This design comes from an exercise in tuning for small area and a short achievable clock period on the open sky130 flow, not from production work. In this exercise RTL edits were held to simulation tests only and were not proved equivalent to the original. No activity file was given, so power comes from the tool's default toggle rates. The flow treats the clock pin as an ideal source, which a real chip does not have.

[flow/flow/run.sh]
#!/bin/bash
set -euo pipefail
# synthesis exactly as the standard flow runs it
bash standard.sh synth > synth.log 2>&1
export BUFFER_PORTS_ARGS="-buffer_cell sky130_fd_sc_hd__buf_4"
export CTS_ARGS="-sink_clustering_enable -repair_clock_nets -sink_clustering_size 25 -sink_clustering_max_diameter 80 -dont_use_dummy_load"
bash standard.sh finish > layout.log 2>&1
[flow/design.v]
`default_nettype none
module fifo_queue #(
    parameter int FIFO_DATA_WIDTH = 16,
    parameter int FIFO_DEPTH = 128
)(
    input wire clk,
    input wire clk_en,
    input wire sync_rst,
    input wire wr_en,
    input wire [FIFO_DATA_WIDTH-1:0] data_in,
    input wire rd_en,
    output reg [FIFO_DATA_WIDTH-1:0] data_out,
    output reg full,
    output reg empty
);
localparam int CHAIN = FIFO_DEPTH + 1;
localparam int LO = 8;
localparam int HI = (CHAIN + LO - 1) / LO;
wire wr_go = clk_en & wr_en & ~full;
wire rd_go = clk_en & rd_en & ~empty;
reg pending;
reg [FIFO_DATA_WIDTH-1:0] stage;
reg [FIFO_DATA_WIDTH-1:0] mem [FIFO_DEPTH];
always_ff @(posedge clk) begin : update_stage
    pending <= wr_go & ~sync_rst;
    if (wr_go) stage <= data_in;
end
always_ff @(posedge clk) begin : update_storage
    if (pending) begin
        mem[0] <= stage;
        for (int i = 1; i < FIFO_DEPTH; i++) mem[i] <= mem[i-1];
    end
end
reg [LO-1:0] head_lo;
reg [HI-1:0] head_hi;
logic [FIFO_DATA_WIDTH-1:0] head_data;
always_comb begin : read_mux
    logic [FIFO_DATA_WIDTH-1:0] grp;
    logic [FIFO_DATA_WIDTH-1:0] ent;
    head_data = '0;
    for (int l = 0; l < LO; l++) begin
        grp = '0;
        for (int h = 0; h < HI; h++) begin
            if (h * LO + l < CHAIN) begin
                ent = (h * LO + l == 0) ? stage : mem[h * LO + l - 1];
                grp = grp | ({FIFO_DATA_WIDTH{head_hi[h]}} & ent);
            end
        end
        head_data = head_data | ({FIFO_DATA_WIDTH{head_lo[l]}} & grp);
    end
end
reg [FIFO_DATA_WIDTH-1:0] out_hold_n;
always_ff @(posedge clk) begin : read_head
    if (rd_go) out_hold_n <= ~head_data;
    data_out <= rd_go ? head_data : ~out_hold_n;
end
wire [LO-1:0] lo_inc = {head_lo[LO-2:0], head_lo[LO-1]};
wire [LO-1:0] lo_dec = {head_lo[0], head_lo[LO-1:1]};
wire [HI-1:0] hi_inc = head_lo[LO-1] ? {head_hi[HI-2:0], head_hi[HI-1]} : head_hi;
wire [HI-1:0] hi_dec = head_lo[0] ? {head_hi[0], head_hi[HI-1:1]} : head_hi;
wire idx_0 = head_lo[0] & head_hi[0];
wire idx_1 = head_lo[1] & head_hi[0];
wire idx_126 = head_lo[6] & head_hi[15];
wire idx_127 = head_lo[7] & head_hi[15];
wire count_is_1 = pending ? idx_0 : idx_1;
wire count_is_127 = pending ? idx_126 : idx_127;
reg not_empty_idx;
wire rd_go_idx = clk_en & rd_en & not_empty_idx;
wire [LO-1:0] lo_if_rd = pending ? head_lo : lo_dec;
wire [LO-1:0] lo_if_nrd = pending ? lo_inc : head_lo;
wire [HI-1:0] hi_if_rd = pending ? head_hi : hi_dec;
wire [HI-1:0] hi_if_nrd = pending ? hi_inc : head_hi;
always_ff @(posedge clk) begin : update_index
    if (sync_rst) begin
        head_lo <= LO'(1);
        head_hi <= HI'(1);
    end else begin
        head_lo <= rd_go_idx ? lo_if_rd : lo_if_nrd;
        head_hi <= rd_go_idx ? hi_if_rd : hi_if_nrd;
    end
end
always_ff @(posedge clk) begin : update_flags
    if (sync_rst) begin
        empty <= 1'b1;
        not_empty_idx <= 1'b0;
        full <= 1'b0;
    end else begin
        empty <= ~wr_go & (empty | (rd_go & count_is_1));
        not_empty_idx <= wr_go | (~empty & ~(rd_go & count_is_1));
        full <= ~rd_go & (full | (wr_go & count_is_127));
    end
end
endmodule
`default_nettype wire
[flow/config.mk]
export PLATFORM = sky130hd
export DESIGN_NAME = fifo_queue
export DESIGN_NICKNAME = fifo_queue
export VERILOG_FILES = /design/flow/design.v
export SDC_FILE = /design/flow/constraint.sdc
export NUM_CORES = 4
export LEC_CHECK = 0
export CAP_MARGIN = 40
export CORE_MARGIN = 2
export CORE_UTILIZATION = 70
export CTS_CLUSTER_DIAMETER = 80
export CTS_CLUSTER_SIZE = 25
export SETUP_SLACK_MARGIN = 4.0
export SLEW_MARGIN = 30
[flow/constraint.sdc]
create_clock -name core_clock -period 6.5 [get_ports {clk}]
set_input_delay 1.3000 -clock core_clock [delete_from_list [all_inputs] [get_ports {clk}]]
set_output_delay 1.3000 -clock core_clock [all_outputs]
set_load 0.01 [all_outputs]
[flow/standard.sh]
#!/bin/bash
# synth_recipe.tcl (not shown) runs the flow's synth.tcl, then flattens the netlist and writes it again
# the make line also repeats each setting of config.mk as NAME=value (left out here)
make -C /OpenROAD-flow-scripts/flow DESIGN_CONFIG=/design/flow/config.mk WORK_HOME=/design/flow/orfs CLKGATE_MAP_FILE= SYNTH_SCRIPT=/design/flow/synth_recipe.tcl "${@:-finish}"
==> qor.yml, run 1 <==
status: "finished clean"
first_global_vias: 39800
syn_to_final_growth_pct: 7.43
initial_utilization_pct: 70.3
grt_setup_unrepaired: "yes"
drv_slew: 0
crit_family: "flip-flops"
min_period_ps: 2520
path_cells: "buf_6"
slowest_stage: "dfxtp_4"
pin_count: 39
worst-path-buf-inv: 1
port_buffers: 38
grt_pass1_wl_um: 274000
cts_sinks: 2125
dpl.hpwl_um: 108000
grt_max_degree: 153
clk_latency_ps: 720
die_w_um: 334
cpPeakStageDelay_ps: 380
num_rows: 121
coreArea_um2: 108000
clkTransAtPathRegs_ps: 100
cts_made_buffers: 95
drt-total-wl_um: 201000
syn-cell-area_um2: 76200
final_area_um2: 81900
async_flop_share_pct: 0
vdd_drop_max_mv: 0.242
cts_tree: "done"
cp_data_required_time_ps: 5200
finalSetupViolations: 0
globalplace.congestion: 0.879
dieArea_um2: 112000
ys.flop_type: "edfxtp_1"
drive_gt1_share_pct: 9.36
drt_iter0_markers: 8274
max_freq_mhz: 398
power_leakage_nw: 25.2
fin_nets: 3857
grt_usage_pct: 34.5
clock_skew_ps: 22.6
drtAntennaViolNets: 0
slew-limit-headroom_pct: 51.2
hold_viol: 0
syn_inst: 3828
htreeDepth: 3
fin_crit_sh_pct: 38.7
yosysUniqueCellTypes: 40
drtPass1Iterations: 6
min_path_type: "reg2reg"
synth.avg_cell_area_um2: 19.9
arrival_ps: 1220
grt_overflow: 0
routedWlPerCell_um: 38.2
vias: 41900
placed_area_um2: 77900
die_y_um: 334
grt_antenna_before_repair: 12
seq_area_frac_synth_pct: 83.2
critPathLaunchType: "flop"
worst_pin_slew_ps: 732
syn-num-nets: 3849
p_total_mw: 23.2
drc: 0
synth_edf_count: 2080
drt-vias-per-instance: 7.97
yosys_register_bits: 2125
cts_buffer_depth: 3
power_density_nw_per_um2: 283
synth_warnings: 2
worstSetupEndpointType: "output pin"
fin_setup_tns_ps: 0
worst-path-max-fanout: 1
cap_violations: 0
path_class: "reg2out"
cts_root_buf: "clkbuf_16"
[cells in the mapped netlist (2+ instances only)]
cell | instances | area [µm²]
edfxtp_1 | 2080 | 62500
a22o_1 | 401 | 3510
a221oi_1 | 379 | 3320
a22oi_1 | 269 | 2020
buf_2 | 125 | 626
nand4_1 | 112 | 701
clkbuf_1 | 68 | 255
nand3_1 | 64 | 320
dfxtp_1 | 45 | 901
buf_1 | 36 | 135
buf_6 | 28 | 315
o21ai_0 | 27 | 135
nor2_1 | 22 | 82.6
a222oi_1 | 21 | 210
mux2i_1 | 21 | 210
a211oi_1 | 16 | 120
nor3_1 | 13 | 65.1
o21a_1 | 13 | 97.6
a221oi_2 | 11 | 165
nand2_1 | 11 | 41.3
and4_1 | 9 | 78.8
and3_1 | 8 | 50.1
buf_4 | 8 | 60.1
nor3b_2 | 8 | 100
a21oi_1 | 7 | 35.0
o21ai_1 | 6 | 30.0
a2bb2oi_1 | 2 | 17.5
a41oi_1 | 2 | 17.5
and4b_1 | 2 | 20.0
inv_1 | 2 | 7.51
mux2_2 | 2 | 22.5
or3_1 | 2 | 12.5
[flip-flops by register name, indices dropped and copies added, names as in the netlist]
register	flops
data_out	16
pending	1
full	1
empty	1
mem	2048
not_empty_idx	1
head_hi	17
head_lo	8
stage	16
out_hold_n	16
[power by group]
part           internal (mW)  leakage [nW]  total (mW)  switching, mW
logic                  0.381          4.52        1.10          0.717
clock network           2.62          1.17        6.49           3.87
registers               15.3          19.5        15.6          0.253
[area by class of cell]
| type | count | area, µm² |
|---|---|---|
| Tap cell | 1414 | 1770 |
| Timing Repair Buffer | 177 | 2660 |
| Fill cell | 5949 | 26500 |
| Multi-Input combinational cell | 1434 | 11500 |
| Clock buffer | 95 | 2380 |
| Antenna cell | 10 | 25.0 |
| Sequential cell | 2125 | 63500 |
| Inverter | 3 | 11.3 |
[placed cells by master, fill, tap and decap left out, types with 3 or more instances in the layout]
master,count
a211oi_1,16
a21oi_1,7
a221oi_1,366
a221oi_2,24
a222oi_1,21
a22o_1,400
a22oi_1,268
and3_1,8
and4_1,9
buf_12,18
buf_16,26
buf_4,73
buf_6,27
buf_8,16
bufbuf_16,9
clkbuf_16,103
dfxtp_2,22
dfxtp_4,22
diode_2,10
edfxtp_1,2080
mux2i_1,21
nand2_1,11
nand3_1,64
nand4_1,112
nor2_1,19
nor2_4,3
nor3_1,13
nor3b_2,8
o21a_1,13
o21ai_0,27
o21ai_1,6
[kinds of logic (layout without fill, tap and decap cells)]
kind of cell	count (synthesis)	after routing	share of synthesized area, %
muxes	23	23	0.305
DFF	2125	2125	83.2
AOI/OAI and AO/OA	1156	1156	12.7
buffers and inverters	269	275	1.85
and+or+nand+nor	255	255	1.98
other	0	10	0
[per-layer routing]
layer	share of wire, %	track usage, %
met4	4.7	14.5
met1	36	49.8
met3	13	7.12
met2	46	52.7
met5	0.050	0
[stage by stage]
| stage | util [%] | hold WS, ps | std cells | setup WS [ps] |
|---|---|---|---|---|
| after floorplan | - | 404 | 3828 | -9570 |
| after global placement | 71.5 | 412 | 5071 | 2730 |
| after detailed placement | 71.9 | 421 | 5085 | 2950 |
| after CTS | 74.9 | 423 | 5209 | 3950 |
| after global routing | 75.5 | 446 | 5248 | 3940 |
| final | 75.5 | 428 | 5258 | 3980 |
[final timing paths]
kind	from	end	slack [ps]	depth (start not counted)
max	data_out[11]$_DFF_P_	data_out[11]	3980	1
min	out_hold_n[0]$_DFFE_PP_	data_out[0]$_DFF_P_	430	1
min reg2reg	out_hold_n[0]$_DFFE_PP_	data_out[0]$_DFF_P_	430	1
max reg2reg	head_hi[3]$_SDFFE_PP0P_	data_out[14]$_DFF_P_	4020	7
[what timing repair did]
item,4_1_cts,5_1_grt
pin swaps,2,5
setup buffers,20,31
hold buffers,0,0
setup endpoints to repair,1312,124
resized for setup,73,41
cloned,9,8
==> run 2, diff against run 1 <==
--- a/flow/config.mk
+++ b/flow/config.mk
@@ -10,5 +10,5 @@
 export CORE_UTILIZATION = 70
 export CTS_CLUSTER_DIAMETER = 80
 export CTS_CLUSTER_SIZE = 25
-export SETUP_SLACK_MARGIN = 4.0
+export SETUP_SLACK_MARGIN = 3.9
 export SLEW_MARGIN = 30
==> run 2 against run 1 <==
Net effect:
- clock-buffer cell count did not move
- non-clock buffer count fell by 27
- sequential power barely moved
- via count fell by 1.1%
- first-iteration DRC count fell by 7.1%
- wire length fell by 2.0%
- critical path depth rose by 7
- sequential share of layout area rose by 0.43 points
- combinational power fell by 5%
- setup slack got worse by 82 ps
- sequential cell count did not move
- register-to-register slack got worse by 80 ps
- highest routed layer unchanged
==> qor.yml, run 2 <==
ys.flop_type: "edfxtp_1"
drv_slew: 0
post-place-ws_ps: 2950
cts_buffer_depth: 3
fillCellCount: 6017
worst-path-max-fanout: 24
dpl.hpwl_um: 108000
cp_data_required_time_ps: 7080
worstSetupEndpointType: "flop"
worst_pin_slew_ps: 783
routedWlPerCell_um: 37.6
num_rows: 121
drt-vias-per-instance: 7.92
cts_root_buf: "clkbuf_16"
critPathLaunchType: "input pin"
dieArea_um2: 112000
die_y_um: 334
drc: 0
syn-cell-area_um2: 76200
status: "finished clean"
fin_crit_sh_pct: 40.0
min_path_type: "reg2reg"
drive_gt1_share_pct: 8.20
layout_common_cells: "2,080 x edfxtp_1, 400 x a22o_1, 371 x a221oi_1"
vdd_drop_max_mv: 0.246
synth.most_common_cell: "edfxtp_1"
regMostFlops: "mem"
crit_start: "clk_en"
fin_nets: 3830
coreArea_um2: 108000
layout_commonest_cell: "edfxtp_1"
cap_violations: 0
grt_pass1_wl_um: 266000
synth.avg_cell_area_um2: 19.9
synth_area_leaders: "edfxtp_1 82%, a22o_1 4.6%, a221oi_1 4.4%"
largest_registers: "mem: 2048 flops, head_hi: 17 flops"
port_buffers: 38
p_total_mw: 23.1
wl_met3_um: 26300
final_area_um2: 81400
largest_reg_flops: 2048
min_period_ps: 2600
yosysUniqueCellTypes: 40
power_leakage_nw: 24.9
grt_setup_unrepaired: "no"
die_w_um: 334
first_global_vias: 39200
arrival_ps: 3180
m1WireLength_um: 69800
drtPass1Iterations: 8
clkTransAtPathRegs_ps: 100
cts_tree: "done"
clk_latency_ps: 720
grt_overflow: 0
drt-total-wl_um: 197000
finalSetupViolations: 0
fin_setup_tns_ps: 0
hold_viol: 0
slew-limit-headroom_pct: 47.8
ff2ff_setup_slack_ps: 3940
async_flop_share_pct: 0
min_from: "out_hold_n[0]$_DFFE_PP_"
wl_met2_um: 92100
final_core_util_pct: 75.1
synth_edf_count: 2080
reg2reg_to: "data_out[14]$_DFF_P_"
vias: 41400
clock_skew_ps: 21.8
dr.max_layer_used: "met5"
cts_sinks: 2125
initial_utilization_pct: 70.3
drtAntennaViolNets: 0
synth_common_cells: "2,080 x edfxtp_1, 401 x a22o_1, 379 x a221oi_1, 269 x a22oi_1, 125 x buf_2"
htreeDepth: 3
cts_made_buffers: 95
yosys.area.top_type: "edfxtp_1"
power_density_nw_per_um2: 284
crit_end: "data_out[1]$_DFF_P_"
grt_antenna_before_repair: 9
ff2ff_path_depth: 7
drt_iter0_markers: 7687
cts.hold.buffers_added: 0
r2r-start: "head_hi[3]$_SDFFE_PP0P_"
synthDominantCellAreaShare_pct: 82.0
max_freq_mhz: 385
setup_ws_ps: 3900
synth_warnings: 2
globalplace.congestion: 0.879
pin_count: 39
grt_max_degree: 208
syn_inst: 3828
seq_area_frac_synth_pct: 83.2
grt_usage_pct: 33.2
yosys_register_bits: 2125
syn-num-nets: 3849
placed_area_um2: 77900
path_class: "in2reg"
syn_to_final_growth_pct: 6.79
-- run 2: per-stage QoR --
step | std cells | hold slack (ps)
after global placement | 5071 | 412
after detailed placement | 5085 | 421
after floorplan | 3828 | 404
final | 5228 | 435
after global routing | 5221 | 453
after CTS | 5187 | 430
-- run 2: timing repair --
item | 4_1_cts | 5_1_grt
gates resized for setup | 24 | 35
setup buffers | 6 | 19
gates cloned | 1 | 13
pin swaps | 0 | 5
setup endpoints to repair | 1291 | 1018
-- run 2: critical path, stage by stage --
cell,delay (ps)
buf_4,100
nand2_1,40
or2_2,280
buf_4,340
inv_2,140
buf_4,570
and4b_1,290
a22oi_1,80
-- run 2: per-layer routing --
metal,vias up,global-route usage (%)
met4,8,11.9
met2,3490,51.1
met3,533,6.96
li1,16400,-
met5,-,0
met1,21000,48.2
-- run 2: cell families (layout without fill, tap and decap cells) --
family,count (synthesis),in the layout,synth area share (%)
and+or+nand+nor,255,255,1.98
DFF,2125,2125,83.2
buffers and inverters,269,248,1.85
muxes,23,23,0.305
AOI/OAI and AO/OA,1156,1156,12.7
other,0,7,0
-- run 2: where the power goes --
group | switching [mW] | internal (mW) | leakage (nW) | total (mW)
logic | 0.686 | 0.361 | 4.27 | 1.05
registers | 0.264 | 15.3 | 19.5 | 15.6
clock network | 3.86 | 2.62 | 1.17 | 6.48
total | 4.81 | 18.3 | 24.9 | 23.1
-- run 2: worst min path at each step --
stage / slack [ps] / endpoint / depth (start not counted)
final: 440 / data_out[0]$_DFF_P_ / 1
after global routing: 450 / mem[24][1]$_DFFE_PP_ / 0
after CTS: 430 / data_out[0]$_DFF_P_ / 1
after detailed placement: 420 / data_out[9]$_DFF_P_ / 1
after global placement: 410 / data_out[0]$_DFF_P_ / 1
after floorplan: 400 / data_out[0]$_DFF_P_ / 1
-- run 2: cell type report --
cell class / instances / area [µm²] / area share [%]
flip-flops and latches: 2125 / 63400 / 78.0
clock buffers: 95 / 2380 / 2.92
multi-input cells: 1434 / 11500 / 14.1
inverters: 3 / 11.3 / 0.0138
repair buffers: 150 / 2250 / 2.77
well taps: 1414 / 1770 / 2.17
diodes: 7 / 17.5 / 0.0215
==> run 3, diff against run 2 <==
--- a/flow/config.mk
+++ b/flow/config.mk
@@ -7,8 +7,8 @@
 export LEC_CHECK = 0
 export CAP_MARGIN = 40
 export CORE_MARGIN = 2
-export CORE_UTILIZATION = 70
+export CORE_UTILIZATION = 78
 export CTS_CLUSTER_DIAMETER = 80
 export CTS_CLUSTER_SIZE = 25
-export SETUP_SLACK_MARGIN = 3.9
+export SETUP_SLACK_MARGIN = 4.0
 export SLEW_MARGIN = 30
==> run 3 against run 2 <==
Net effect:
- final cell count shrank 2.6%
- still clean
- largest power group unchanged
- synthesized cell count did not move
- clock-buffer cell count down 1
- area after synthesis stayed put
- setup slack improved by 56 ps
- sequential share of layout area down 0.054 points
- utilization rose by 9.2 points
- worst hold slack got worse by 2.6 ps
==> qor.yml, run 3 <==
yosysUniqueCellTypes: 40
post-place-ws_ps: 2910
p_total_mw: 23.1
grt_max_degree: 212
regMostFlops: "mem"
synth.most_common_cell: "edfxtp_1"
critPathLaunchType: "flop"
hold_viol: 0
power_leakage_nw: 25.0
cts_made_buffers: 94
layout_common_cells: "2,080 x edfxtp_1, 400 x a22o_1, 366 x a221oi_1"
fillCellCount: 4000
routedWlPerCell_um: 39.3
worst_pin_slew_ps: 953
drt-total-wl_um: 200000
min_period_ps: 2540
clock_skew_ps: 38.5
drv_slew: 0
grt_pass1_wl_um: 273000
syn_inst: 3828
cp_data_required_time_ps: 7040
pin_count: 39
synth_area_leaders: "edfxtp_1 82%, a22o_1 4.6%, a221oi_1 4.4%"
cts_buffer_depth: 3
fin_setup_tns_ps: 0
synth.avg_cell_area_um2: 19.9
path_class: "reg2reg"
drive_gt1_share_pct: 8.60
coreArea_um2: 96700
initial_utilization_pct: 78.8
grt_antenna_before_repair: 3
stdcell_count: 5093
largest_registers: "mem: 2048 flops, head_hi: 17 flops"
grt_setup_unrepaired: "yes"
place_inst: 4940
vias: 42800
yosys_register_bits: 2125
hold_ws_ps: 433
fin_crit_sh_pct: 39.1
drt_iter0_markers: 8977
largest_reg_flops: 2048
power_density_nw_per_um2: 284
synth_common_cells: "2,080 x edfxtp_1, 401 x a22o_1, 379 x a221oi_1, 269 x a22oi_1, 125 x buf_2"
cts.hold.buffers_added: 0
syn_to_final_growth_pct: 6.91
clk_latency_ps: 720
htreeDepth: 3
num_rows: 114
cts_sinks: 2125
async_flop_share_pct: 0
finalSetupViolations: 0
port_buffers: 38
layout_commonest_cell: "edfxtp_1"
globalplace.congestion: 0.910
yosys.area.top_type: "edfxtp_1"
grt_usage_pct: 38.7
dieArea_um2: 100000
cts_root_buf: "clkbuf_16"
synth_edf_count: 2080
seq_area_frac_synth_pct: 83.2
clkTransAtPathRegs_ps: 100
drc: 0
cap_violations: 0
first_global_vias: 40600
vdd_drop_max_mv: 0.231
grt_overflow: 0
multi_input_comb_area_um2: 11600
syn-cell-area_um2: 76200
min_path_type: "reg2reg"
slew-limit-headroom_pct: 36.4
setup_ws_ps: 3960
placed_area_um2: 77700
final_area_um2: 81500
max_freq_mhz: 394
dpl.hpwl_um: 107000
status: "finished clean"
fin_nets: 3827
drtAntennaViolNets: 0
synthDominantCellAreaShare_pct: 82.0
syn-num-nets: 3849
worstSetupEndpointType: "flop"
drtPass1Iterations: 8
synth_warnings: 2
ys.flop_type: "edfxtp_1"
die_w_um: 317
layout.area.seq_um2: 63500
final_core_util_pct: 84.2
drt-vias-per-instance: 8.40
die_y_um: 317
arrival_ps: 3080
cts_tree: "done"
worst-path-max-fanout: 41
[run 3: layout make-up]
cell class,instances,area share [%]
Antenna cell,13,0.0399
Multi-Input combinational cell,1434,14.2
Timing Repair Buffer,148,2.99
Tap cell,1276,1.96
Clock buffer,94,2.89
Inverter,3,0.0200
Sequential cell,2125,77.9
[run 3: logic make-up after synthesis]
family	after synthesis	share of synthesized area [%]
buffers and inverters	269	1.85
and+or+nand+nor	255	1.98
DFF	2125	83.2
muxes	23	0.305
AOI/OAI and AO/OA	1156	12.7
[run 3: timing repair]
| item | 4_1_cts | 5_1_grt |
|---|---|---|
| setup endpoints to repair | 1273 | 886 |
| pin swaps | 1 | 3 |
| gates resized for setup | 78 | 38 |
| buffers inserted | 17 | 11 |
| cloned | 6 | 9 |
[run 3: metal layers]
metal  share of wire, %  global-route usage, %
met1                 32                   54.6
met2                 46                   57.6
met3                 16                   10.9
met4                5.7                   18.1
met5             0.0085                      0
[run 3: final timing paths]
check,start,to,slack [ps],cells past startpoint
setup / recovery,head_hi[15]$_SDFFE_PP0P_,out_hold_n[11]$_DFFE_PP_,3960,8
hold / removal,out_hold_n[0]$_DFFE_PP_,data_out[0]$_DFF_P_,430,1
setup reg to reg,head_hi[15]$_SDFFE_PP0P_,out_hold_n[11]$_DFFE_PP_,3960,8
hold reg to reg,out_hold_n[0]$_DFFE_PP_,data_out[0]$_DFF_P_,430,1
[run 3: power by group]
group | leakage (nW) | switching [mW] | total, mW | internal (mW)
Sequential | 19.5 | 0.278 | 15.6 | 15.3
Combinational | 4.35 | 0.713 | 1.09 | 0.374
Clock | 1.16 | 3.86 | 6.45 | 2.59
[run 3: worst max-delay path, cell delays in order (launching register included)]
cell and delay, ps:
dfxtp_4 450, buf_6 240, buf_16 230, a22o_1 250, a221oi_1 290, nand4_1 190
a22oi_2 170, and4_1 280, nor3b_2 190
==> run 4, diff against run 3 <==
==> flow/flow/run.sh (replaced) <==
#!/bin/bash
set -euo pipefail
# synthesis exactly as the standard flow runs it
bash standard.sh synth > synth.log 2>&1
export BUFFER_PORTS_ARGS="-buffer_cell sky130_fd_sc_hd__buf_4"
export CTS_ARGS="-sink_clustering_enable -repair_clock_nets -sink_clustering_size 30 -sink_clustering_max_diameter 100 -dont_use_dummy_load"
bash standard.sh finish > layout.log 2>&1
--- a/flow/config.mk
+++ b/flow/config.mk
@@ -7,8 +7,8 @@
 export LEC_CHECK = 0
 export CAP_MARGIN = 40
 export CORE_MARGIN = 2
-export CORE_UTILIZATION = 78
-export CTS_CLUSTER_DIAMETER = 80
-export CTS_CLUSTER_SIZE = 25
+export CORE_UTILIZATION = 70
+export CTS_CLUSTER_DIAMETER = 100
+export CTS_CLUSTER_SIZE = 30
 export SETUP_SLACK_MARGIN = 4.0
 export SLEW_MARGIN = 30
==> run 4 against run 3 <==
Net effect:
- worst hold slack worse by 8.8 ps
- maximum frequency down 0.47%
- synthesized cell count unchanged
- register-to-register slack hardly changed
- clock-buffer cell count is 14 lower
- sequential cell count stayed put
- via count decreased by 3.4%
- critical endpoint is now out_hold_n[3]$_DFFE_PP_
- largest cell class unchanged
- clock skew increased by 2.2 ps
==> qor.yml, run 4 <==
stdcell_count: 5214
ff2ff_setup_slack_ps: 3950
fin_nets: 3820
layout_common_cells: "2,080 x edfxtp_1, 400 x a22o_1, 371 x a221oi_1"
final_area_um2: 81200
p_seq_share_pct: 68.8
min_period_ps: 2550
largest_reg_flops: 2048
placed_area_um2: 77900
worst_pin_slew_ps: 715
grt_pass1_wl_um: 272000
yosysUniqueCellTypes: 40
critPathLaunchType: "flop"
pin_count: 39
vdd_drop_max_mv: 0.226
p_sw_mw: 4.74
p_clk_share_pct: 26.5
grt_antenna_before_repair: 5
globalplace.congestion: 0.879
drt-vias-per-instance: 7.92
cp_data_required_time_ps: 7050
first_global_vias: 39600
fin_setup_tns_ps: 0
drtPass1Iterations: 10
grt_max_degree: 153
finalSetupViolations: 0
max_freq_mhz: 392
die_w_um: 334
vias: 41300
dieArea_um2: 112000
synth_common_cells: "2,080 x edfxtp_1, 401 x a22o_1, 379 x a221oi_1, 269 x a22oi_1, 125 x buf_2"
switching_share_pct: 20.9
r2r-start: "head_hi[7]$_SDFFE_PP0P_"
die_y_um: 334
power.internal_mw: 17.9
cts_made_buffers: 80
arrival_ps: 3100
dpl.hpwl_um: 108000
synth_edf_count: 2080
syn_to_final_growth_pct: 6.53
port_buffers: 38
power_leakage_nw: 24.8
synth.most_common_cell: "edfxtp_1"
num_rows: 121
min_path_type: "reg2reg"
synthDominantCellAreaShare_pct: 82.0
drt-total-wl_um: 198000
syn-num-nets: 3849
min_from: "out_hold_n[14]$_DFFE_PP_"
synth.avg_cell_area_um2: 19.9
crit_start: "head_hi[7]$_SDFFE_PP0P_"
fin_crit_sh_pct: 39.3
power_density_nw_per_um2: 279
clkTransAtPathRegs_ps: 110
cts_tree: "done"
status: "finished clean"
hold_viol: 0
grt_overflow: 0
drv_slew: 0
async_flop_share_pct: 0
htreeDepth: 3
ys.flop_type: "edfxtp_1"
grt_usage_pct: 34.1
place_inst: 5085
worstSetupEndpointType: "flop"
routedWlPerCell_um: 37.9
cap_violations: 0
regMostFlops: "mem"
cts_buffer_depth: 3
layout_commonest_cell: "edfxtp_1"
largest_registers: "mem: 2048 flops, head_hi: 17 flops"
initial_utilization_pct: 70.3
syn-cell-area_um2: 76200
drtAntennaViolNets: 0
clock_skew_ps: 40.7
synth_warnings: 2
comb_power_share_pct: 4.7
yosys_register_bits: 2125
worst-path-max-fanout: 48
cts_root_buf: "clkbuf_16"
clk_latency_ps: 720
coreArea_um2: 108000
drive_gt1_share_pct: 8.27
slew-limit-headroom_pct: 52.3
grt_setup_unrepaired: "yes"
drt_iter0_markers: 7920
path_class: "reg2reg"
fillCellCount: 6031
cts_sinks: 2125
yosys.area.top_type: "edfxtp_1"
synth_area_leaders: "edfxtp_1 82%, a22o_1 4.6%, a221oi_1 4.4%"
drc: 0
cts.hold.buffers_added: 0
seq_area_frac_synth_pct: 83.2
syn_inst: 3828
-- run 4: cell counts after synthesis --
Identical to the previous run, type by type.
-- run 4: final timing paths --
kind / endpoint / cells after the start
setup / recovery: out_hold_n[3]$_DFFE_PP_ / 7
hold / removal: data_out[14]$_DFF_P_ / 1
setup reg to reg: out_hold_n[3]$_DFFE_PP_ / 7
hold reg to reg: data_out[14]$_DFF_P_ / 1
-- run 4: layout make-up --
cell class | instances | area [µm²] | share of cell area, %
diodes | 3 | 7.51 | 0.00925
clock buffers | 80 | 2000 | 2.47
inverters | 3 | 11.3 | 0.0139
multi-input cells | 1434 | 11500 | 14.2
flip-flops and latches | 2125 | 63500 | 78.2
well taps | 1414 | 1770 | 2.18
repair buffers | 155 | 2410 | 2.97
-- run 4: logic make-up after synthesis --
group	share of synthesized area, %
flops	83.2
buf+inv	1.85
simple gates	1.98
compound gates	12.7
mux	0.305
-- run 4: power by group through the flow --
stage	Clock [mW]	Combinational, mW	Sequential, mW
after floorplan	0	0.518	16.1
after global placement	0	0.870	15.9
after detailed placement	0	0.921	15.9
after CTS	6.06	0.993	15.6
after global routing	6.46	1.12	15.6
final	6.01	1.07	15.6
-- run 4: timing repair --
action / 4_1_cts / 5_1_grt
cloned: 9 / 5
endpoints found under the hold margin: 0 / 0
resized for setup: 72 / 24
endpoints found under the setup margin: 1338 / 98
pin swaps: 2 / 2
setup buffers: 14 / 18
-- run 4: worst max-delay path, cell delays in order (launching register included) --
cell and delay (ps):
dfxtp_4 510, buf_16 270, a22o_1 280, a221oi_1 390, nand4_1 160, a22oi_1 300, and4_1 250, nor3b_2 160
-- run 4: routing by layer --
layer	vias to the layer above	share of wire, %	track usage, %	routed length (µm)
li1	16400	-	-	-
met1	20900	36	48.9	70500
met2	3429	47	52.8	92700
met3	549	13	7.32	26300
met4	0	4.2	12.9	8340
met5	-	0	0	0
-- run 4: stage by stage --
step,worst slack [ps],hold WS [ps],util [%],power [mW]
final,3950,424,74.9,22.7
after global routing,3930,440,74.9,23.2
after CTS,3970,421,74.4,22.6
after detailed placement,2950,421,71.9,16.8
after global placement,2730,412,71.5,16.8
after floorplan,-9570,404,-,16.6

==> re-timing with driven ports <==
The results above use ideal ports. As a check the final layouts listed here were re-extracted and re-timed, cells and wires unchanged.
Step 1, drivers: a clkbuf_16 drives clk and a buf_2 each remaining input, both assumed.
Step 2 moves the port delays by t, midway between the first and last clock arrival at a register: inputs arrive t later, outputs are due t later. That takes back most of the time a late clock gives input paths.
a / b / c = ideal ports / drivers / drivers and shift; a / b = the first two.
run	t (ns)	setup WS [ns]	hold WS [ns]	worst setup path at the end	worst register clock-pin slew, ns
run 1	0.776	3.984 / 3.914 / 3.295	0.428 / 0.428 / 0.428	input to register	0.10 / 0.10
run 2	0.778	3.902 / 3.884 / 3.161	0.435 / 0.435 / 0.435	input to register	0.10 / 0.10
run 3	0.774	3.959 / 3.908 / 3.269	0.433 / 0.433 / 0.433	input to register	0.10 / 0.10
run 4	0.774	3.947 / 3.907 / 3.335	0.424 / 0.424 / 0.424	input to register	0.12 / 0.12
After both steps every run listed still meets setup and hold. The setup slack of run 2, which loses most, moves by -0.018 ns with the drivers and by -0.741 ns with both steps.
